This design comes from an exercise in tuning for small area and a short achievable clock period on the open sky130 flow, not from production work.
Where RTL was checked, it was by simulation tests only, not by an equivalence proof against the original.
The RTL of run 2 was laid out without a check of its function.
Power is estimated from default activity; no workload was simulated.

==> flow/design.v (outline; a module is shown in full before it is edited, if it fits) <==
// module a25_shifter: 131 lines
// module a25_barrel_shift: 60 lines
// module a25_alu: 81 lines
// module a25_multiply: 77 lines
// module a25_rca: 20 lines
// module a25_inc: 18 lines
// module a25_register_bank: 398 lines
// module a25_execute: 589 lines
module a25_execute (
input                       i_clk,
input                       i_rst,                       
input                       i_core_stall,                
input                       i_mem_stall,                 
output                      o_exec_stall,                
input       [31:0]          i_wb_read_data,              
input                       i_wb_read_data_valid,        
input       [10:0]          i_wb_load_rd,                
input       [31:0]          i_copro_read_data,           
input                       i_decode_iaccess,            
input                       i_decode_daccess,            
input       [7:0]           i_decode_load_rd,            
output reg  [31:0]          o_copro_write_data,
output reg  [31:0]          o_write_data,
output reg  [31:0]          o_iaddress,
output      [31:0]          o_iaddress_nxt,              
output reg                  o_iaddress_valid,      
output reg  [31:0]          o_daddress,          
output      [31:0]          o_daddress_nxt,              
output reg                  o_daddress_valid,      
output reg                  o_adex,                
output reg                  o_priviledged,         
output reg                  o_exclusive,           
output reg                  o_write_enable,
output reg  [3:0]           o_byte_enable,
output reg  [8:0]           o_exec_load_rd,        
output      [31:0]          o_status_bits,               
output                      o_multiply_done,
input      [1:0]            i_status_bits_mode,
input                       i_status_bits_irq_mask,
input                       i_status_bits_firq_mask,
input      [31:0]           i_imm32,
input      [4:0]            i_imm_shift_amount,
input                       i_shift_imm_zero,
input      [3:0]            i_condition,
input                       i_decode_exclusive,        
input      [3:0]            i_rm_sel,
input      [3:0]            i_rs_sel,
input      [3:0]            i_rn_sel,
input      [1:0]            i_barrel_shift_amount_sel,
input      [1:0]            i_barrel_shift_data_sel,
input      [1:0]            i_barrel_shift_function,
input      [8:0]            i_alu_function,
input      [1:0]            i_multiply_function,
input      [2:0]            i_interrupt_vector_sel,
input      [3:0]            i_iaddress_sel,
input      [3:0]            i_daddress_sel,
input      [2:0]            i_pc_sel,
input      [1:0]            i_byte_enable_sel,
input      [2:0]            i_status_bits_sel,
input      [2:0]            i_reg_write_sel,
input                       i_user_mode_regs_store_nxt,
input                       i_firq_not_user_mode,
input                       i_write_data_wen,
input                       i_base_address_wen,      
input                       i_pc_wen,
input      [14:0]           i_reg_bank_wen,
input                       i_status_bits_flags_wen,
input                       i_status_bits_mode_wen,
  // ...
==> flow/run.sh <==
#!/bin/bash
# synth_recipe.tcl (not shown) runs the flow's synth.tcl, then flattens the netlist and writes it again
# the make line also repeats each setting of config.mk as NAME=value (left out here)
make -C /OpenROAD-flow-scripts/flow DESIGN_CONFIG=/design/flow/config.mk WORK_HOME=/design/flow/orfs CLKGATE_MAP_FILE= SYNTH_SCRIPT=/design/flow/synth_recipe.tcl finish
==> flow/config.mk <==
export PLATFORM = sky130hd
export DESIGN_NAME = a25_execute
export DESIGN_NICKNAME = a25_execute
export VERILOG_FILES = /design/flow/design.v
export SDC_FILE = /design/flow/constraint.sdc
export NUM_CORES = 4
export LEC_CHECK = 0
export ABC_AREA = 1
export CAP_MARGIN = 20
export CORE_MARGIN = 2
export CORE_UTILIZATION = 45
export PLACE_DENSITY = 0.6
export SETUP_SLACK_MARGIN = 5
export SLEW_MARGIN = 20
==> flow/constraint.sdc <==
create_clock -name core_clock -period 18.0 [get_ports {i_clk}]
set_input_delay 3.6000 -clock core_clock [delete_from_list [all_inputs] [get_ports {i_clk}]]
set_output_delay 3.6000 -clock core_clock [all_outputs]
set_load 0.01 [all_outputs]
==> impl_metrics.py, run 1 <==
metrics = {
    "clock_network": {
        "postCtsHoldBufs": 0,
        "cts_buffer_count": 146,
        "clock_tree.buffer_depth": 3,
        "postCtsSetupBuffers": 426,
        "clock_tree.htree_level_count": 4,
        "cts_num_sinks": 1191,
    },
    "die": {
        "floorplan.rows": 163,
        "die-width_um": 450,
        "start_util_pct": 45.3,
        "boundary_pin_count": 463,
        "floorplan.die.height_um": 450,
    },
    "global_route": {
        "grt_overflow": 3,
        "met1_track_demand_over_resource_in_global_routing_pct": 79.0,
        "use_met3_pct": 64.5,
        "pin_count_of_the_biggest_net_entering_global_routing": 88,
        "top_usage_layer": "met2",
        "globalRouteTotalUtil_pct": 76.1,
    },
    "synthesis": {
        "synthesis.instances": 14615,
        "combinational_family_with_the_most_area_after_synthesis": "simple AND/OR/NAND/NOR gates",
        "synthMuxAreaShare_pct": 0.179,
        "synth.lib_cells_used.distinct": 77,
        "synthTopCellsByArea": "sky130_fd_sc_hd__dfxtp_1 (27%), sky130_fd_sc_hd__nand2_1 (19%), sky130_fd_sc_hd__inv_1 (5.8%), sky130_fd_sc_hd__o21ai_0 (5.4%), sky130_fd_sc_hd__nand3_1 (5.1%)",
        "mappedNetlistArea_um2": 89400,
        "synth_async_sr_flop_share_pct": 0,
        "synth_enable_flop_cells": 0,
        "commonest_cells_in_the_netlist": "sky130_fd_sc_hd__nand2_1 (4642), sky130_fd_sc_hd__inv_1 (1375), sky130_fd_sc_hd__dfxtp_1 (1191)",
        "synth_largest_area_cell": "sky130_fd_sc_hd__dfxtp_1",
        "postSynth.topFlopCell": "sky130_fd_sc_hd__dfxtp_1",
        "synth-warning-count": 5,
        "synth_xor_xnor_area_share_pct": 0.734,
        "post_synth_and_or_nand_nor_area_fraction_pct": 34.1,
        "synth.most_common_cell": "sky130_fd_sc_hd__nand2_1",
        "synth-compound-area-share_pct": 24.0,
        "flop_and_latch_count_out_of_synthesis": 1191,
        "yosysTopAreaCellShare_pct": 26.7,
        "syn_avg_cell_area_um2": 6.11,
    },
    "place": {
        "dpl-instance-area_um2": 99200,
        "placement.io_buffers": 438,
        "place_congestion": 1.34,
    },
    "run_status": {
        "run_status": "stopped before the end",
        "error": "[ERROR GRT-0232] Routing congestion too high. Check the congestion heatmap in the GUI.",
        "failing_step": "5_1_grt",
    },
}
==> module a25_alu, before the edit <==
module a25_alu (
input       [31:0]          i_a_in,
input       [31:0]          i_b_in,
input                       i_barrel_shift_carry,
input                       i_status_bits_carry,
input       [8:0]           i_function,
output      [31:0]          o_out,
output      [3:0]           o_flags,
output      [31:0]          o_out_plus4      
);
wire     [31:0]         a, b, b_not;
wire     [31:0]         and_out, or_out, xor_out;
wire     [31:0]         sign_ex8_out, sign_ex_16_out;
wire     [31:0]         zero_ex8_out, zero_ex_16_out;
wire     [32:0]         fadder_out;
wire                    swap_sel;
wire                    not_sel;
wire     [1:0]          cin_sel;
wire                    cout_sel;
wire     [3:0]          out_sel;
wire                    carry_in;
wire                    carry_out;
wire                    overflow_out;
wire                    fadder_carry_out;
assign  { swap_sel, not_sel, cin_sel, cout_sel, out_sel } = i_function;
assign a     = (swap_sel ) ? i_b_in : i_a_in ;
assign b     = (swap_sel ) ? i_a_in : i_b_in ;
assign b_not     = (not_sel ) ? ~b : b ;
assign carry_in  = (cin_sel==2'd0 ) ? 1'd0                   :
                   (cin_sel==2'd1 ) ? 1'd1                   :
                                      i_status_bits_carry    ;   
assign carry_out = (cout_sel==1'd0 ) ? fadder_carry_out     :
                                       i_barrel_shift_carry ;
assign  overflow_out    = out_sel == 4'd1 &&
                          ( (!a[31] && !b_not[31] && fadder_out[31]) ||
                            (a[31] && b_not[31] && !fadder_out[31])     );
wire [33:0] fadder_wide  = {1'd0, a, 1'd1} + {1'd0, b_not, carry_in};
assign fadder_out       = fadder_wide[33:1];
assign fadder_carry_out = fadder_out[32];
assign and_out          = a & b_not;
assign or_out           = a | b_not;
assign xor_out          = a ^ b_not;
assign zero_ex8_out     = {24'd0,  b_not[7:0]};
assign zero_ex_16_out   = {16'd0,  b_not[15:0]};
assign sign_ex8_out     = {{24{b_not[7]}},  b_not[7:0]};
assign sign_ex_16_out   = {{16{b_not[15]}}, b_not[15:0]};
wire [31:0] logic_out   = out_sel == 4'd0 ? b_not            : 
                          out_sel == 4'd2 ? zero_ex_16_out   :
                          out_sel == 4'd3 ? zero_ex8_out     :
                          out_sel == 4'd4 ? sign_ex_16_out   :
                          out_sel == 4'd5 ? sign_ex8_out     :
                          out_sel == 4'd6 ? xor_out          :
                          out_sel == 4'd7 ? or_out           :
                                            and_out          ;
assign o_out = out_sel == 4'd1 ? fadder_out[31:0] : logic_out;
wire [31:0] p_bits = a ^ b_not;
wire [31:0] g_bits = a & b_not;
wire [31:0] t_bits = {p_bits[31:3] ^ g_bits[30:2], fadder_out[2], 2'b11};
wire [31:0] ones;    
wire [31:0] pre0 = t_bits;
wire [31:0] pre1, pre2, pre3, pre4, pre5;
genvar i;
generate
for (i=0; i<32; i=i+1) begin : g_pre
    assign pre1[i] = (i %  2) >=  1 ? pre0[i] & pre0[i - (i %  2) +  0] : pre0[i];
    assign pre2[i] = (i %  4) >=  2 ? pre1[i] & pre1[i - (i %  4) +  1] : pre1[i];
    assign pre3[i] = (i %  8) >=  4 ? pre2[i] & pre2[i - (i %  8) +  3] : pre2[i];
    assign pre4[i] = (i % 16) >=  8 ? pre3[i] & pre3[i - (i % 16) +  7] : pre3[i];
    assign pre5[i] = (i % 32) >= 16 ? pre4[i] & pre4[i - (i % 32) + 15] : pre4[i];
end
endgenerate
assign ones = {pre5[30:2], 3'b100};
wire [31:0] sum_plus4   = {fadder_out[31:2] ^ ones[31:2], fadder_out[1:0]};
wire [31:0] logic_plus4 = logic_out + 32'd4;
assign o_out_plus4 = out_sel == 4'd1 ? sum_plus4 : logic_plus4;
assign o_flags       = {  o_out[31],       
                         |o_out == 1'd0,   
                         carry_out,        
                         overflow_out      
                         };
endmodule
==> module a25_register_bank, before the edit <==
module a25_register_bank (
input                       i_clk,
input                       i_rst,
input                       i_core_stall,
input                       i_mem_stall,
input       [1:0]           i_mode_idec,             
input       [1:0]           i_mode_exec,             
input       [3:0]           i_mode_rds_exec,         
input                       i_firq_not_user_mode,
input       [3:0]           i_rm_sel,
input       [3:0]           i_rs_sel,
input       [3:0]           i_rn_sel,
input                       i_pc_wen,
input       [14:0]          i_reg_bank_wen,
input       [23:0]          i_pc,                    
input       [31:0]          i_reg,
input       [31:0]          i_wb_read_data,
input                       i_wb_read_data_valid,
input       [3:0]           i_wb_read_data_rd,
input       [1:0]           i_wb_mode,
input       [3:0]           i_status_bits_flags,
input                       i_status_bits_irq_mask,
input                       i_status_bits_firq_mask,
input       [31:0]          i_fwd_data,              
input                       i_fwd_rm,                
input                       i_fwd_rn,                
output      [31:0]          o_rm,
output      [31:0]          o_rs,
output      [31:0]          o_rd,
output      [31:0]          o_rn,
output      [31:0]          o_pc
);
localparam [3:0]    REGOP       = 4'h0,  
                    MULT        = 4'h1,  
                    SWAP        = 4'h2,  
                    TRANS       = 4'h3,  
                    MTRANS      = 4'h4,  
                    BRANCH      = 4'h5,  
                    CODTRANS    = 4'h6,  
                    COREGOP     = 4'h7,  
                    CORTRANS    = 4'h8,  
                    SWI         = 4'h9;  
localparam [3:0] AND = 4'h0,         
                 EOR = 4'h1,         
                 SUB = 4'h2,         
                 RSB = 4'h3,         
                 ADD = 4'h4,         
                 ADC = 4'h5,         
                 SBC = 4'h6,         
                 RSC = 4'h7,         
                 TST = 4'h8,         
                 TEQ = 4'h9,         
                 CMP = 4'ha,        
                 CMN = 4'hb,        
                 ORR = 4'hc,        
                 MOV = 4'hd,        
                 BIC = 4'he,        
                 MVN = 4'hf;        
localparam [3:0] EQ  = 4'h0,         
                 NE  = 4'h1,         
                 CS  = 4'h2,         
                 CC  = 4'h3,         
                 MI  = 4'h4,         
                 PL  = 4'h5,         
                 VS  = 4'h6,         
                 VC  = 4'h7,         
                 HI  = 4'h8,         
                 LS  = 4'h9,         
                 GE  = 4'ha,         
                 LT  = 4'hb,         
                 GT  = 4'hc,         
                 LE  = 4'hd,         
                 AL  = 4'he,         
                 NV  = 4'hf;         
localparam [1:0] LSL = 2'h0,
                 LSR = 2'h1,
                 ASR = 2'h2,
                 RRX = 2'h3,
                 ROR = 2'h3; 
localparam [1:0] SVC  =  2'b11,   
                 IRQ  =  2'b10,   
                 FIRQ =  2'b01,   
                 USR  =  2'b00;   
localparam [5:0] OH_USR  = 0,
                 OH_IRQ  = 1,
                 OH_FIRQ = 2,
                 OH_SVC  = 3;
function [3:0] instruction_type;
input [31:0] instruction;
    begin
    casez ({instruction[27:20], instruction[7:4]})
        12'b00010?001001 : instruction_type = SWAP;
        12'b000000??1001 : instruction_type = MULT;
        12'b00?????????? : instruction_type = REGOP;
        12'b01?????????? : instruction_type = TRANS;   
        12'b100????????? : instruction_type = MTRANS;  
        12'b101????????? : instruction_type = BRANCH; 
        12'b110????????? : instruction_type = CODTRANS;
        12'b1110???????0 : instruction_type = COREGOP;         
        12'b1110???????1 : instruction_type = CORTRANS;       
        default:           instruction_type = SWI;
    endcase
    end
endfunction    
function [31:0] sel32_128;
input [1:0] select;
input [127:0] bus;
    begin
    sel32_128 = select==2'd0 ? bus[31:0] : select==2'd1 ? bus[63:32] : select==2'd2 ? bus[95:64] : bus[127:96];
    end
endfunction
function [31:0] pcf;
input [31:0] pc_reg;
    begin
    pcf = {6'd0, pc_reg[25:2], 2'd0};
    end
endfunction
function [14:0] decode;
input [3:0] reg_sel;
begin
case ( reg_sel )
    4'h0:    decode = 15'h0001;
    4'h1:    decode = 15'h0002;
    4'h2:    decode = 15'h0004;
    4'h3:    decode = 15'h0008;
    4'h4:    decode = 15'h0010;
    4'h5:    decode = 15'h0020;
    4'h6:    decode = 15'h0040;
    4'h7:    decode = 15'h0080;
    4'h8:    decode = 15'h0100;
    4'h9:    decode = 15'h0200;
    4'ha:    decode = 15'h0400;
    4'hb:    decode = 15'h0800;
    4'hc:    decode = 15'h1000;
    4'hd:    decode = 15'h2000;
    4'he:    decode = 15'h4000;
    default: decode = 15'h0000;
endcase
end
endfunction
function [3:0] oh_status_bits_mode;
input [1:0] fn_status_bits_mode;
begin
oh_status_bits_mode = 
    fn_status_bits_mode == SVC  ? 1'd1 << OH_SVC  :
    fn_status_bits_mode == IRQ  ? 1'd1 << OH_IRQ  :
    fn_status_bits_mode == FIRQ ? 1'd1 << OH_FIRQ :
                                  1'd1 << OH_USR  ;
end
endfunction
function [(14*8)-1:0]  mode_name;
input [4:0] mode;
begin
mode_name    = mode == USR  ? "User          " :
               mode == SVC  ? "Supervisor    " :
               mode == IRQ  ? "Interrupt     " :
               mode == FIRQ ? "Fast Interrupt" :
                              "UNKNOWN       " ;
end
endfunction
function conditional_execute;
input [3:0] condition;
input [3:0] flags;
begin
conditional_execute  
               = ( condition == AL                                        ) ||
                 ( condition == EQ  &&  flags[2]                          ) ||
                 ( condition == NE  && !flags[2]                          ) ||
                 ( condition == CS  &&  flags[1]                          ) ||
                 ( condition == CC  && !flags[1]                          ) ||
                 ( condition == MI  &&  flags[3]                          ) ||
                 ( condition == PL  && !flags[3]                          ) ||
                 ( condition == VS  &&  flags[0]                          ) ||
                 ( condition == VC  && !flags[0]                          ) ||
                 ( condition == HI  &&    flags[1] && !flags[2]           ) ||
                 ( condition == LS  &&  (!flags[1] ||  flags[2])          ) ||
                 ( condition == GE  &&  flags[3] == flags[0]              ) ||
                 ( condition == LT  &&  flags[3] != flags[0]              ) ||
                 ( condition == GT  &&  !flags[2] && flags[3] == flags[0] ) ||
                 ( condition == LE  &&  (flags[2] || flags[3] != flags[0])) ;
end
endfunction
function [31:0] log2;
input    [31:0] num;
integer i;
begin
  log2 = 32'd0;
  for (i=0; i<30; i=i+1)
    if ((2**i > num) && (log2 == 0))
      log2 = i-1;
end
endfunction
reg  [31:0] r0, r1, r2, r3, r4, r5, r6, r7, r8, r9, r10, r11, r12, r13, r14, r8_firq, r9_firq, r10_firq, r11_firq, r12_firq, r13_svc, r14_svc, r13_irq, r14_irq, r13_firq, r14_firq;
reg  [23:0] r15;
wire        usr_exec  = i_mode_exec == USR;
wire        svc_exec  = i_mode_exec == SVC;
wire        irq_exec  = i_mode_exec == IRQ;
wire        firq_exec = i_mode_exec == FIRQ;
wire        usr_idec  = i_mode_idec == USR;
wire        svc_idec  = i_mode_idec == SVC;
wire        irq_idec  = i_mode_idec == IRQ;
wire        firq_idec = i_firq_not_user_mode;
wire [14:0] read_data_wen  = {15{i_wb_read_data_valid & ~i_mem_stall}} & decode (i_wb_read_data_rd);
wire [14:0] reg_bank_wen_c = {15{~i_core_stall}} & i_reg_bank_wen;
wire        pc_wen_c       = ~i_core_stall & i_pc_wen;
wire        pc_dmem_wen    = i_wb_read_data_valid & ~i_mem_stall & i_wb_read_data_rd == 4'd15;
wire [31:0] wdata    = i_rst ? 32'hdead_beef : i_reg;
wire [23:0] wdata_pc = i_rst ? 24'hc0_ffee   : i_pc;
wire r0_w1        = i_rst || (reg_bank_wen_c[0]);
wire r0_w2        = read_data_wen[0];
wire r1_w1        = i_rst || (reg_bank_wen_c[1]);
wire r1_w2        = read_data_wen[1];
wire r2_w1        = i_rst || (reg_bank_wen_c[2]);
wire r2_w2        = read_data_wen[2];
wire r3_w1        = i_rst || (reg_bank_wen_c[3]);
wire r3_w2        = read_data_wen[3];
wire r4_w1        = i_rst || (reg_bank_wen_c[4]);
wire r4_w2        = read_data_wen[4];
wire r5_w1        = i_rst || (reg_bank_wen_c[5]);
wire r5_w2        = read_data_wen[5];
wire r6_w1        = i_rst || (reg_bank_wen_c[6]);
wire r6_w2        = read_data_wen[6];
wire r7_w1        = i_rst || (reg_bank_wen_c[7]);
wire r7_w2        = read_data_wen[7];
wire r8_w1        = i_rst || (reg_bank_wen_c[8] && !firq_idec);
wire r8_w2        = read_data_wen[8] && i_wb_mode != FIRQ;
wire r9_w1        = i_rst || (reg_bank_wen_c[9] && !firq_idec);
wire r9_w2        = read_data_wen[9] && i_wb_mode != FIRQ;
wire r10_w1       = i_rst || (reg_bank_wen_c[10] && !firq_idec);
wire r10_w2       = read_data_wen[10] && i_wb_mode != FIRQ;
wire r11_w1       = i_rst || (reg_bank_wen_c[11] && !firq_idec);
wire r11_w2       = read_data_wen[11] && i_wb_mode != FIRQ;
wire r12_w1       = i_rst || (reg_bank_wen_c[12] && !firq_idec);
wire r12_w2       = read_data_wen[12] && i_wb_mode != FIRQ;
wire r13_w1       = i_rst || (reg_bank_wen_c[13] && usr_idec);
wire r13_w2       = read_data_wen[13] && i_wb_mode == USR;
wire r14_w1       = i_rst || (reg_bank_wen_c[14] && usr_idec);
wire r14_w2       = read_data_wen[14] && i_wb_mode == USR;
wire r8_firq_w1   = i_rst || (reg_bank_wen_c[8] && firq_idec);
wire r8_firq_w2   = read_data_wen[8] && i_wb_mode == FIRQ;
wire r9_firq_w1   = i_rst || (reg_bank_wen_c[9] && firq_idec);
wire r9_firq_w2   = read_data_wen[9] && i_wb_mode == FIRQ;
wire r10_firq_w1  = i_rst || (reg_bank_wen_c[10] && firq_idec);
wire r10_firq_w2  = read_data_wen[10] && i_wb_mode == FIRQ;
wire r11_firq_w1  = i_rst || (reg_bank_wen_c[11] && firq_idec);
wire r11_firq_w2  = read_data_wen[11] && i_wb_mode == FIRQ;
wire r12_firq_w1  = i_rst || (reg_bank_wen_c[12] && firq_idec);
wire r12_firq_w2  = read_data_wen[12] && i_wb_mode == FIRQ;
wire r13_svc_w1   = i_rst || (reg_bank_wen_c[13] && svc_idec);
wire r13_svc_w2   = read_data_wen[13] && i_wb_mode == SVC;
wire r14_svc_w1   = i_rst || (reg_bank_wen_c[14] && svc_idec);
wire r14_svc_w2   = read_data_wen[14] && i_wb_mode == SVC;
wire r13_irq_w1   = i_rst || (reg_bank_wen_c[13] && irq_idec);
wire r13_irq_w2   = read_data_wen[13] && i_wb_mode == IRQ;
wire r14_irq_w1   = i_rst || (reg_bank_wen_c[14] && irq_idec);
wire r14_irq_w2   = read_data_wen[14] && i_wb_mode == IRQ;
wire r13_firq_w1  = i_rst || (reg_bank_wen_c[13] && firq_idec);
wire r13_firq_w2  = read_data_wen[13] && i_wb_mode == FIRQ;
wire r14_firq_w1  = i_rst || (reg_bank_wen_c[14] && firq_idec);
wire r14_firq_w2  = read_data_wen[14] && i_wb_mode == FIRQ;
wire r15_w1       = i_rst || pc_wen_c;
wire r15_w2       = pc_dmem_wen;
always @ ( posedge i_clk )
    begin
    r0       <= ({32{r0_w1}} & wdata) | ({32{!r0_w1 &&  r0_w2}} & i_wb_read_data) | ({32{!r0_w1 && !r0_w2}} & r0);
    r1       <= ({32{r1_w1}} & wdata) | ({32{!r1_w1 &&  r1_w2}} & i_wb_read_data) | ({32{!r1_w1 && !r1_w2}} & r1);
    r2       <= ({32{r2_w1}} & wdata) | ({32{!r2_w1 &&  r2_w2}} & i_wb_read_data) | ({32{!r2_w1 && !r2_w2}} & r2);
    r3       <= ({32{r3_w1}} & wdata) | ({32{!r3_w1 &&  r3_w2}} & i_wb_read_data) | ({32{!r3_w1 && !r3_w2}} & r3);
    r4       <= ({32{r4_w1}} & wdata) | ({32{!r4_w1 &&  r4_w2}} & i_wb_read_data) | ({32{!r4_w1 && !r4_w2}} & r4);
    r5       <= ({32{r5_w1}} & wdata) | ({32{!r5_w1 &&  r5_w2}} & i_wb_read_data) | ({32{!r5_w1 && !r5_w2}} & r5);
    r6       <= ({32{r6_w1}} & wdata) | ({32{!r6_w1 &&  r6_w2}} & i_wb_read_data) | ({32{!r6_w1 && !r6_w2}} & r6);
    r7       <= ({32{r7_w1}} & wdata) | ({32{!r7_w1 &&  r7_w2}} & i_wb_read_data) | ({32{!r7_w1 && !r7_w2}} & r7);
    r8       <= ({32{r8_w1}} & wdata) | ({32{!r8_w1 &&  r8_w2}} & i_wb_read_data) | ({32{!r8_w1 && !r8_w2}} & r8);
    r9       <= ({32{r9_w1}} & wdata) | ({32{!r9_w1 &&  r9_w2}} & i_wb_read_data) | ({32{!r9_w1 && !r9_w2}} & r9);
    r10      <= ({32{r10_w1}} & wdata) | ({32{!r10_w1 &&  r10_w2}} & i_wb_read_data) | ({32{!r10_w1 && !r10_w2}} & r10);
    r11      <= ({32{r11_w1}} & wdata) | ({32{!r11_w1 &&  r11_w2}} & i_wb_read_data) | ({32{!r11_w1 && !r11_w2}} & r11);
    r12      <= ({32{r12_w1}} & wdata) | ({32{!r12_w1 &&  r12_w2}} & i_wb_read_data) | ({32{!r12_w1 && !r12_w2}} & r12);
    r13      <= ({32{r13_w1}} & wdata) | ({32{!r13_w1 &&  r13_w2}} & i_wb_read_data) | ({32{!r13_w1 && !r13_w2}} & r13);
    r14      <= ({32{r14_w1}} & wdata) | ({32{!r14_w1 &&  r14_w2}} & i_wb_read_data) | ({32{!r14_w1 && !r14_w2}} & r14);
    r8_firq  <= ({32{r8_firq_w1}} & wdata) | ({32{!r8_firq_w1 &&  r8_firq_w2}} & i_wb_read_data) | ({32{!r8_firq_w1 && !r8_firq_w2}} & r8_firq);
    r9_firq  <= ({32{r9_firq_w1}} & wdata) | ({32{!r9_firq_w1 &&  r9_firq_w2}} & i_wb_read_data) | ({32{!r9_firq_w1 && !r9_firq_w2}} & r9_firq);
    r10_firq <= ({32{r10_firq_w1}} & wdata) | ({32{!r10_firq_w1 &&  r10_firq_w2}} & i_wb_read_data) | ({32{!r10_firq_w1 && !r10_firq_w2}} & r10_firq);
    r11_firq <= ({32{r11_firq_w1}} & wdata) | ({32{!r11_firq_w1 &&  r11_firq_w2}} & i_wb_read_data) | ({32{!r11_firq_w1 && !r11_firq_w2}} & r11_firq);
    r12_firq <= ({32{r12_firq_w1}} & wdata) | ({32{!r12_firq_w1 &&  r12_firq_w2}} & i_wb_read_data) | ({32{!r12_firq_w1 && !r12_firq_w2}} & r12_firq);
    r13_svc  <= ({32{r13_svc_w1}} & wdata) | ({32{!r13_svc_w1 &&  r13_svc_w2}} & i_wb_read_data) | ({32{!r13_svc_w1 && !r13_svc_w2}} & r13_svc);
    r14_svc  <= ({32{r14_svc_w1}} & wdata) | ({32{!r14_svc_w1 &&  r14_svc_w2}} & i_wb_read_data) | ({32{!r14_svc_w1 && !r14_svc_w2}} & r14_svc);
    r13_irq  <= ({32{r13_irq_w1}} & wdata) | ({32{!r13_irq_w1 &&  r13_irq_w2}} & i_wb_read_data) | ({32{!r13_irq_w1 && !r13_irq_w2}} & r13_irq);
    r14_irq  <= ({32{r14_irq_w1}} & wdata) | ({32{!r14_irq_w1 &&  r14_irq_w2}} & i_wb_read_data) | ({32{!r14_irq_w1 && !r14_irq_w2}} & r14_irq);
    r13_firq <= ({32{r13_firq_w1}} & wdata) | ({32{!r13_firq_w1 &&  r13_firq_w2}} & i_wb_read_data) | ({32{!r13_firq_w1 && !r13_firq_w2}} & r13_firq);
    r14_firq <= ({32{r14_firq_w1}} & wdata) | ({32{!r14_firq_w1 &&  r14_firq_w2}} & i_wb_read_data) | ({32{!r14_firq_w1 && !r14_firq_w2}} & r14_firq);
    r15      <= ({24{r15_w1}} & wdata_pc) | ({24{!r15_w1 &&  r15_w2}} & i_wb_read_data[25:2]) | ({24{!r15_w1 && !r15_w2}} & r15);
    end
wire [31:0] r15_out_rm     = { i_status_bits_flags, 
                              i_status_bits_irq_mask, 
                              i_status_bits_firq_mask, 
                              r15, 
                              i_mode_exec};
wire [31:0] r15_out_rm_nxt = { i_status_bits_flags, 
                              i_status_bits_irq_mask, 
                              i_status_bits_firq_mask, 
                              i_pc, 
                              i_mode_exec};
wire [31:0] r15_out_rn     = {6'd0, r15, 2'd0};
wire        rds_usr  = i_mode_rds_exec[OH_USR];
wire        rds_svc  = !i_mode_rds_exec[OH_USR] &&  i_mode_rds_exec[OH_SVC];
wire        rds_irq  = !i_mode_rds_exec[OH_USR] && !i_mode_rds_exec[OH_SVC] &&  i_mode_rds_exec[OH_IRQ];
wire        rds_firq = !i_mode_rds_exec[OH_USR] && !i_mode_rds_exec[OH_SVC] && !i_mode_rds_exec[OH_IRQ];
wire        rds_f8   = i_mode_rds_exec[OH_FIRQ];
wire [15:0] rm_dec = (16'd1 << i_rm_sel) & {16{!i_fwd_rm}};
wire [31:0] rm_bank = ({32{rm_dec[0]}} & r0)
                     | ({32{rm_dec[1]}} & r1)
                     | ({32{rm_dec[2]}} & r2)
                     | ({32{rm_dec[3]}} & r3)
                     | ({32{rm_dec[4]}} & r4)
                     | ({32{rm_dec[5]}} & r5)
                     | ({32{rm_dec[6]}} & r6)
                     | ({32{rm_dec[7]}} & r7)
                     | ({32{rm_dec[8] & !firq_exec}} & r8)
                     | ({32{rm_dec[8] &  firq_exec}} & r8_firq)
                     | ({32{rm_dec[9] & !firq_exec}} & r9)
                     | ({32{rm_dec[9] &  firq_exec}} & r9_firq)
                     | ({32{rm_dec[10] & !firq_exec}} & r10)
                     | ({32{rm_dec[10] &  firq_exec}} & r10_firq)
                     | ({32{rm_dec[11] & !firq_exec}} & r11)
                     | ({32{rm_dec[11] &  firq_exec}} & r11_firq)
                     | ({32{rm_dec[12] & !firq_exec}} & r12)
                     | ({32{rm_dec[12] &  firq_exec}} & r12_firq)
                     | ({32{rm_dec[13] & usr_exec}} & r13)
                     | ({32{rm_dec[13] & svc_exec}} & r13_svc)
                     | ({32{rm_dec[13] & irq_exec}} & r13_irq)
                     | ({32{rm_dec[13] & firq_exec}} & r13_firq)
                     | ({32{rm_dec[14] & usr_exec}} & r14)
                     | ({32{rm_dec[14] & svc_exec}} & r14_svc)
                     | ({32{rm_dec[14] & irq_exec}} & r14_irq)
                     | ({32{rm_dec[14] & firq_exec}} & r14_firq)
                     | ({32{rm_dec[15]}} & r15_out_rm);
wire [15:0] rn_dec = (16'd1 << i_rn_sel) & {16{!i_fwd_rn}};
wire [31:0] rn_bank = ({32{rn_dec[0]}} & r0)
                     | ({32{rn_dec[1]}} & r1)
                     | ({32{rn_dec[2]}} & r2)
                     | ({32{rn_dec[3]}} & r3)
                     | ({32{rn_dec[4]}} & r4)
                     | ({32{rn_dec[5]}} & r5)
                     | ({32{rn_dec[6]}} & r6)
                     | ({32{rn_dec[7]}} & r7)
                     | ({32{rn_dec[8] & !firq_exec}} & r8)
                     | ({32{rn_dec[8] &  firq_exec}} & r8_firq)
                     | ({32{rn_dec[9] & !firq_exec}} & r9)
                     | ({32{rn_dec[9] &  firq_exec}} & r9_firq)
                     | ({32{rn_dec[10] & !firq_exec}} & r10)
                     | ({32{rn_dec[10] &  firq_exec}} & r10_firq)
                     | ({32{rn_dec[11] & !firq_exec}} & r11)
                     | ({32{rn_dec[11] &  firq_exec}} & r11_firq)
                     | ({32{rn_dec[12] & !firq_exec}} & r12)
                     | ({32{rn_dec[12] &  firq_exec}} & r12_firq)
                     | ({32{rn_dec[13] & usr_exec}} & r13)
                     | ({32{rn_dec[13] & svc_exec}} & r13_svc)
                     | ({32{rn_dec[13] & irq_exec}} & r13_irq)
                     | ({32{rn_dec[13] & firq_exec}} & r13_firq)
                     | ({32{rn_dec[14] & usr_exec}} & r14)
                     | ({32{rn_dec[14] & svc_exec}} & r14_svc)
                     | ({32{rn_dec[14] & irq_exec}} & r14_irq)
                     | ({32{rn_dec[14] & firq_exec}} & r14_firq)
                     | ({32{rn_dec[15]}} & r15_out_rn);
wire [15:0] rs_dec = 16'd1 << i_rs_sel;
wire [31:0] rs_bank = ({32{rs_dec[0]}} & r0)
                     | ({32{rs_dec[1]}} & r1)
                     | ({32{rs_dec[2]}} & r2)
                     | ({32{rs_dec[3]}} & r3)
                     | ({32{rs_dec[4]}} & r4)
                     | ({32{rs_dec[5]}} & r5)
                     | ({32{rs_dec[6]}} & r6)
                     | ({32{rs_dec[7]}} & r7)
                     | ({32{rs_dec[8] & !rds_f8}} & r8)
                     | ({32{rs_dec[8] &  rds_f8}} & r8_firq)
                     | ({32{rs_dec[9] & !rds_f8}} & r9)
                     | ({32{rs_dec[9] &  rds_f8}} & r9_firq)
                     | ({32{rs_dec[10] & !rds_f8}} & r10)
                     | ({32{rs_dec[10] &  rds_f8}} & r10_firq)
                     | ({32{rs_dec[11] & !rds_f8}} & r11)
                     | ({32{rs_dec[11] &  rds_f8}} & r11_firq)
                     | ({32{rs_dec[12] & !rds_f8}} & r12)
                     | ({32{rs_dec[12] &  rds_f8}} & r12_firq)
                     | ({32{rs_dec[13] & rds_usr}} & r13)
                     | ({32{rs_dec[13] & rds_svc}} & r13_svc)
                     | ({32{rs_dec[13] & rds_irq}} & r13_irq)
                     | ({32{rs_dec[13] & rds_firq}} & r13_firq)
                     | ({32{rs_dec[14] & rds_usr}} & r14)
                     | ({32{rs_dec[14] & rds_svc}} & r14_svc)
                     | ({32{rs_dec[14] & rds_irq}} & r14_irq)
                     | ({32{rs_dec[14] & rds_firq}} & r14_firq)
                     | ({32{rs_dec[15]}} & r15_out_rn);
assign o_rm = rm_bank | ({32{i_fwd_rm}} & i_fwd_data);
assign o_rn = rn_bank | ({32{i_fwd_rn}} & i_fwd_data);
assign o_rs = rs_bank;
assign o_rd = i_rs_sel == 4'd15 ? r15_out_rm_nxt : rs_bank;
assign o_pc = r15_out_rn;
endmodule
==> run 2: changes to the inputs <==
--- a/flow/design.v
+++ b/flow/design.v
@@ -380,18 +380,17 @@
 assign carry_in  = (cin_sel==2'd0 ) ? 1'd0                   :
                    (cin_sel==2'd1 ) ? 1'd1                   :
                                       i_status_bits_carry    ;   
 assign carry_out = (cout_sel==1'd0 ) ? fadder_carry_out     :
                                        i_barrel_shift_carry ;
 assign  overflow_out    = out_sel == 4'd1 &&
                           ( (!a[31] && !b_not[31] && fadder_out[31]) ||
                             (a[31] && b_not[31] && !fadder_out[31])     );
-wire [33:0] fadder_wide  = {1'd0, a, 1'd1} + {1'd0, b_not, carry_in};
-assign fadder_out       = fadder_wide[33:1];
+assign fadder_out       = { 1'd0,a} + {1'd0,b_not} + {32'd0,carry_in};
 assign fadder_carry_out = fadder_out[32];
 assign and_out          = a & b_not;
 assign or_out           = a | b_not;
 assign xor_out          = a ^ b_not;
 assign zero_ex8_out     = {24'd0,  b_not[7:0]};
 assign zero_ex_16_out   = {16'd0,  b_not[15:0]};
 assign sign_ex8_out     = {{24{b_not[7]}},  b_not[7:0]};
 assign sign_ex_16_out   = {{16{b_not[15]}}, b_not[15:0]};
@@ -522,34 +521,16 @@
 generate
 for (i=0; i<W; i=i+1) begin : g_bit
     assign o_sum[i]   = i_a[i] ^ i_b[i] ^ carry[i];
     assign carry[i+1] = (i_a[i] & i_b[i]) | (i_a[i] & carry[i]) | (i_b[i] & carry[i]);
 end
 endgenerate
 assign o_co = carry[W];
 endmodule
-module a25_inc #(
-parameter W = 8
-)(
-input       [W-1:0]         i_a,
-output      [W-1:0]         o_sum,
-output                      o_co
-);
-wire [W:0] carry;
-assign carry[0] = 1'd1;
-genvar i;
-generate
-for (i=0; i<W; i=i+1) begin : g_bit
-    assign o_sum[i]   = i_a[i] ^ carry[i];
-    assign carry[i+1] = i_a[i] & carry[i];
-end
-endgenerate
-assign o_co = carry[W];
-endmodule
 module a25_register_bank (
 input                       i_clk,
 input                       i_rst,
 input                       i_core_stall,
 input                       i_mem_stall,
 input       [1:0]           i_mode_idec,             
 input       [1:0]           i_mode_exec,             
 input       [3:0]           i_mode_rds_exec,         
@@ -563,19 +544,16 @@
 input       [31:0]          i_reg,
 input       [31:0]          i_wb_read_data,
 input                       i_wb_read_data_valid,
 input       [3:0]           i_wb_read_data_rd,
 input       [1:0]           i_wb_mode,
 input       [3:0]           i_status_bits_flags,
 input                       i_status_bits_irq_mask,
 input                       i_status_bits_firq_mask,
-input       [31:0]          i_fwd_data,              
-input                       i_fwd_rm,                
-input                       i_fwd_rn,                
 output      [31:0]          o_rm,
 output      [31:0]          o_rs,
 output      [31:0]          o_rd,
 output      [31:0]          o_rn,
 output      [31:0]          o_pc
 );
 localparam [3:0]    REGOP       = 4'h0,  
                     MULT        = 4'h1,  
@@ -848,17 +826,17 @@
                               i_pc, 
                               i_mode_exec};
 wire [31:0] r15_out_rn     = {6'd0, r15, 2'd0};
 wire        rds_usr  = i_mode_rds_exec[OH_USR];
 wire        rds_svc  = !i_mode_rds_exec[OH_USR] &&  i_mode_rds_exec[OH_SVC];
 wire        rds_irq  = !i_mode_rds_exec[OH_USR] && !i_mode_rds_exec[OH_SVC] &&  i_mode_rds_exec[OH_IRQ];
 wire        rds_firq = !i_mode_rds_exec[OH_USR] && !i_mode_rds_exec[OH_SVC] && !i_mode_rds_exec[OH_IRQ];
 wire        rds_f8   = i_mode_rds_exec[OH_FIRQ];
-wire [15:0] rm_dec = (16'd1 << i_rm_sel) & {16{!i_fwd_rm}};
+wire [15:0] rm_dec = 16'd1 << i_rm_sel;
 wire [31:0] rm_bank = ({32{rm_dec[0]}} & r0)
                      | ({32{rm_dec[1]}} & r1)
                      | ({32{rm_dec[2]}} & r2)
                      | ({32{rm_dec[3]}} & r3)
                      | ({32{rm_dec[4]}} & r4)
                      | ({32{rm_dec[5]}} & r5)
                      | ({32{rm_dec[6]}} & r6)
                      | ({32{rm_dec[7]}} & r7)
@@ -876,17 +854,17 @@
                      | ({32{rm_dec[13] & svc_exec}} & r13_svc)
                      | ({32{rm_dec[13] & irq_exec}} & r13_irq)
                      | ({32{rm_dec[13] & firq_exec}} & r13_firq)
                      | ({32{rm_dec[14] & usr_exec}} & r14)
                      | ({32{rm_dec[14] & svc_exec}} & r14_svc)
                      | ({32{rm_dec[14] & irq_exec}} & r14_irq)
                      | ({32{rm_dec[14] & firq_exec}} & r14_firq)
                      | ({32{rm_dec[15]}} & r15_out_rm);
-wire [15:0] rn_dec = (16'd1 << i_rn_sel) & {16{!i_fwd_rn}};
+wire [15:0] rn_dec = 16'd1 << i_rn_sel;
 wire [31:0] rn_bank = ({32{rn_dec[0]}} & r0)
                      | ({32{rn_dec[1]}} & r1)
                      | ({32{rn_dec[2]}} & r2)
                      | ({32{rn_dec[3]}} & r3)
                      | ({32{rn_dec[4]}} & r4)
                      | ({32{rn_dec[5]}} & r5)
                      | ({32{rn_dec[6]}} & r6)
                      | ({32{rn_dec[7]}} & r7)
@@ -932,18 +910,18 @@
                      | ({32{rs_dec[13] & rds_svc}} & r13_svc)
                      | ({32{rs_dec[13] & rds_irq}} & r13_irq)
                      | ({32{rs_dec[13] & rds_firq}} & r13_firq)
                      | ({32{rs_dec[14] & rds_usr}} & r14)
                      | ({32{rs_dec[14] & rds_svc}} & r14_svc)
                      | ({32{rs_dec[14] & rds_irq}} & r14_irq)
                      | ({32{rs_dec[14] & rds_firq}} & r14_firq)
                      | ({32{rs_dec[15]}} & r15_out_rn);
-assign o_rm = rm_bank | ({32{i_fwd_rm}} & i_fwd_data);
-assign o_rn = rn_bank | ({32{i_fwd_rn}} & i_fwd_data);
+assign o_rm = rm_bank;
+assign o_rn = rn_bank;
 assign o_rs = rs_bank;
 assign o_rd = i_rs_sel == 4'd15 ? r15_out_rm_nxt : rs_bank;
 assign o_pc = r15_out_rn;
 endmodule
 module a25_execute (
 input                       i_clk,
 input                       i_rst,                       
 input                       i_core_stall,                
@@ -1272,25 +1250,19 @@
 assign status_bits_irq_mask_nxt  = ldm_status_bits           ? read_data_filtered     [27] :
                                    i_status_bits_sel == 3'd0 ? i_status_bits_irq_mask      :
                                    i_status_bits_sel == 3'd1 ? alu_out                [27] :
                                                                i_copro_read_data      [27] ;
 assign status_bits_firq_mask_nxt = ldm_status_bits           ? read_data_filtered     [26] :
                                    i_status_bits_sel == 3'd0 ? i_status_bits_firq_mask     :
                                    i_status_bits_sel == 3'd1 ? alu_out                [26] :
                                                                i_copro_read_data      [26] ;
-wire [23:0] pc_inc, pc_dec_n;
-wire        pc_inc_co, pc_dec_co;
-wire [29:0] daddress_inc;
-a25_inc #(.W(24)) u_pc_inc       (.i_a( pc[25:2]),         .o_sum(pc_inc),       .o_co(pc_inc_co));
-a25_inc #(.W(24)) u_pc_dec       (.i_a(~pc[25:2]),         .o_sum(pc_dec_n),     .o_co(pc_dec_co));
-a25_inc #(.W(30)) u_daddress_inc (.i_a(o_daddress[31:2]),  .o_sum(daddress_inc), .o_co());
-assign pc_plus4       = {5'd0, pc_inc_co, pc_inc, 2'd0};
-assign pc_minus4      = {{6{pc_dec_co}}, ~pc_dec_n, 2'd0};      
-assign daddress_plus4 = {daddress_inc, o_daddress[1:0]};
+assign pc_plus4       = pc         + 32'd4;
+assign pc_minus4      = pc         - 32'd4;
+assign daddress_plus4 = o_daddress + 32'd4;
 assign alu_plus4      = alu_out_plus4;
 assign rn_plus4       = rn         + 32'd4;
 assign shift_amount = i_barrel_shift_amount_sel == 2'd0 ? 8'd0                         :
                       i_barrel_shift_amount_sel == 2'd1 ? rs[7:0]                      :
                                                           {3'd0, i_imm_shift_amount  } ;
 assign barrel_shift_in = i_barrel_shift_data_sel == 2'd0 ? i_imm32 : rm ;
 assign interrupt_vector =  
                           (i_interrupt_vector_sel == 3'd0) ? 32'h00000000 :  
@@ -1356,20 +1328,18 @@
                                                     {4{rd[ 7:0]}} ;
 assign execute = conditional_execute ( i_condition, status_bits_flags );
 assign pc_wen       = (i_pc_wen || !execute) && !i_conflict;
 assign reg_bank_wen = {{15{execute}} & i_reg_bank_wen};
 assign priviledged_nxt  = ( i_status_bits_mode_wen ? status_bits_mode_nxt : status_bits_mode ) != USR ;
 assign write_enable_nxt = execute && i_write_data_wen;
 assign daddress_valid_nxt = execute && i_decode_daccess && !i_core_stall;
 assign iaddress_valid_nxt = i_decode_iaccess || !execute;
-wire   fwd_rn = i_rn_use_read && i_rn_sel == load_rd_c;
-wire   fwd_rm = i_rm_use_read && i_rm_sel == load_rd_c;
-assign rn = reg_bank_rn;
-assign rm = reg_bank_rm;
+assign rn = i_rn_use_read && i_rn_sel == load_rd_c ? read_data_filtered_c : reg_bank_rn;
+assign rm = i_rm_use_read && i_rm_sel == load_rd_c ? read_data_filtered_c : reg_bank_rm;
 assign rs = i_rs_use_read && i_rs_sel == load_rd_c ? read_data_filtered_c : reg_bank_rs;
 assign rd = i_rd_use_read && i_rs_sel == load_rd_c ? read_data_filtered_c : reg_bank_rd;
 always@( posedge i_clk )
     if ( i_rst )
         begin
         read_data_filtered_r <= 'd0;
         load_rd_r            <= 'd0;
         end
@@ -1494,19 +1464,16 @@
     .i_wb_read_data_valid    ( i_wb_read_data_valid      ),
     .i_wb_read_data_rd       ( i_wb_load_rd[3:0]         ),
     .i_wb_mode               ( i_wb_load_rd[6:5]         ),
     .i_status_bits_flags     ( status_bits_flags         ),
     .i_status_bits_irq_mask  ( status_bits_irq_mask      ),
     .i_status_bits_firq_mask ( status_bits_firq_mask     ),
     .i_firq_not_user_mode    ( i_firq_not_user_mode      ),
     .i_mode_rds_exec         ( status_bits_mode_rds_oh   ),  
-    .i_fwd_data              ( read_data_filtered_c      ),
-    .i_fwd_rm                ( fwd_rm                    ),
-    .i_fwd_rn                ( fwd_rn                    ),
     .o_rm                    ( reg_bank_rm               ),
     .o_rs                    ( reg_bank_rs               ),
     .o_rd                    ( reg_bank_rd               ),
     .o_rn                    ( reg_bank_rn               ),
     .o_pc                    ( pc                        )
 );
 wire    [(2*8)-1:0]    xCONDITION;
 wire    [(4*8)-1:0]    xMODE;
==> flow/config.mk (replaced) <==
export PLATFORM = sky130hd
export DESIGN_NAME = a25_execute
export DESIGN_NICKNAME = a25_execute
export VERILOG_FILES = /design/flow/design.v
export SDC_FILE = /design/flow/constraint.sdc
export NUM_CORES = 4
export LEC_CHECK = 0
export ABC_CLOCK_PERIOD_IN_PS = 12000
export CAP_MARGIN = 20
export CORE_MARGIN = 2
export CORE_UTILIZATION = 45
export PLACE_DENSITY = 0.6
export SETUP_SLACK_MARGIN = 5
export SLEW_MARGIN = 20
==> impl_metrics.py, run 2 <==
metrics = {
    "synthesis": {
        "synth-warning-count": 5,
        "commonest_cells_in_the_netlist": "sky130_fd_sc_hd__nor2_1 (1626), sky130_fd_sc_hd__a21oi_1 (1404), sky130_fd_sc_hd__dfxtp_1 (1191)",
        "synth_largest_area_cell": "sky130_fd_sc_hd__dfxtp_1",
        "mappedNetlistArea_um2": 90900,
        "synth_xor_xnor_area_share_pct": 2.49,
        "postSynth.topFlopCell": "sky130_fd_sc_hd__dfxtp_1",
        "synthMuxAreaShare_pct": 5.16,
        "syn_avg_cell_area_um2": 7.32,
        "synth-adder-area-share_pct": 2.31,
        "ys_seq_area_share_pct": 26.2,
        "synth.lib_cells_used.distinct": 132,
        "flop_and_latch_count_out_of_synthesis": 1191,
        "synthesis.instances": 12430,
        "synth_async_sr_flop_share_pct": 0,
        "synth.most_common_cell": "sky130_fd_sc_hd__nor2_1",
        "synth-compound-area-share_pct": 35.2,
        "yosysTopAreaCellShare_pct": 26.2,
        "synth_enable_flop_cells": 0,
        "synthTopCellsByArea": "sky130_fd_sc_hd__dfxtp_1 (26%), sky130_fd_sc_hd__a21oi_1 (7.7%), sky130_fd_sc_hd__nor2_1 (6.7%), sky130_fd_sc_hd__a211oi_1 (6.2%), sky130_fd_sc_hd__a22oi_1 (4.4%)",
        "combinational_family_with_the_most_area_after_synthesis": "compound AO/OA/AOI/OAI gates",
        "post_synth_and_or_nand_nor_area_fraction_pct": 21.9,
    },
    "place": {
        "placement.io_buffers": 438,
        "place_congestion": 1.25,
        "dp.final_hpwl_um": 551000,
    },
    "global_route": {
        "grt_pass1_vias": 126536,
        "globalRouteTotalUtil_pct": 77.6,
        "grt_overflow": 81,
        "grt_pass1_wl_um": 1120000,
        "pin_count_of_the_biggest_net_entering_global_routing": 81,
    },
    "die": {
        "boundary_pin_count": 463,
        "floorplan.rows": 164,
        "start_util_pct": 45.4,
        "floorplan.die.height_um": 454,
        "die-width_um": 454,
    },
    "clock_network": {
        "cts_buffer_count": 142,
        "cts_num_sinks": 1191,
        "clock_tree.htree_level_count": 4,
        "clock_tree.buffer_depth": 3,
        "cts_root_buffer": "sky130_fd_sc_hd__clkbuf_16",
    },
    "run_status": {
        "failing_step": "5_1_grt",
        "run_status": "stopped before the end",
        "error": "[ERROR GRT-0116] Global routing finished with congestion. Check the congestion regions in the DRC Viewer.",
    },
}
## run 2: kinds of logic after synthesis
family,after synthesis
xor+xnor,258
buf+inv,1490
compound gates,4725
fa+ha+maj,140
simple gates,4209
mux,416
flops,1191
other cells,1
## run 2: worst max path at each step
stage | end | depth (start not counted) | slack, ps | from
global placement | o_daddress_nxt[31] | 37 | 640 | i_rm_sel[1]
floorplan | o_daddress_nxt[31] | 42 | 3330 | i_wb_read_data_valid
CTS | o_daddress_nxt[28] | 36 | 2840 | i_rs_sel[0]
detailed placement | o_daddress_nxt[31] | 37 | 700 | i_rm_sel[1]
## run 2: timing repair
item                                    CTS
gates cloned                             14
gates resized for setup                 825
endpoints found under the setup margin   96
hold buffers                              0
buffers inserted                        231
pin swaps                               186
## run 2: stage by stage
stage                     util (%)  std cells  hold WS (ps)  worst slack (ps)  instance area, um^2
after global placement        50.9      15137           438               642               102000
after CTS                     56.1      15644           451              2840               112000
after detailed placement      50.9      15141           443               702               102000
after floorplan                  -      12453           431              3330                91600
## run 2: power groups by stage
stage                     sequential [W]  clock [W]  combinational [W]
after floorplan                  0.00318          0            0.00218
after global placement           0.00344          0            0.00416
after CTS                        0.00338    0.00312            0.00463
after detailed placement         0.00343          0            0.00419
## run 2: metal layers
layer | track usage [%] | GRT overflow
met2 | 93.3 | 41
met1 | 78.2 | 0
met3 | 60.8 | 4
met4 | 78.5 | 35
met5 | 37.3 | 1
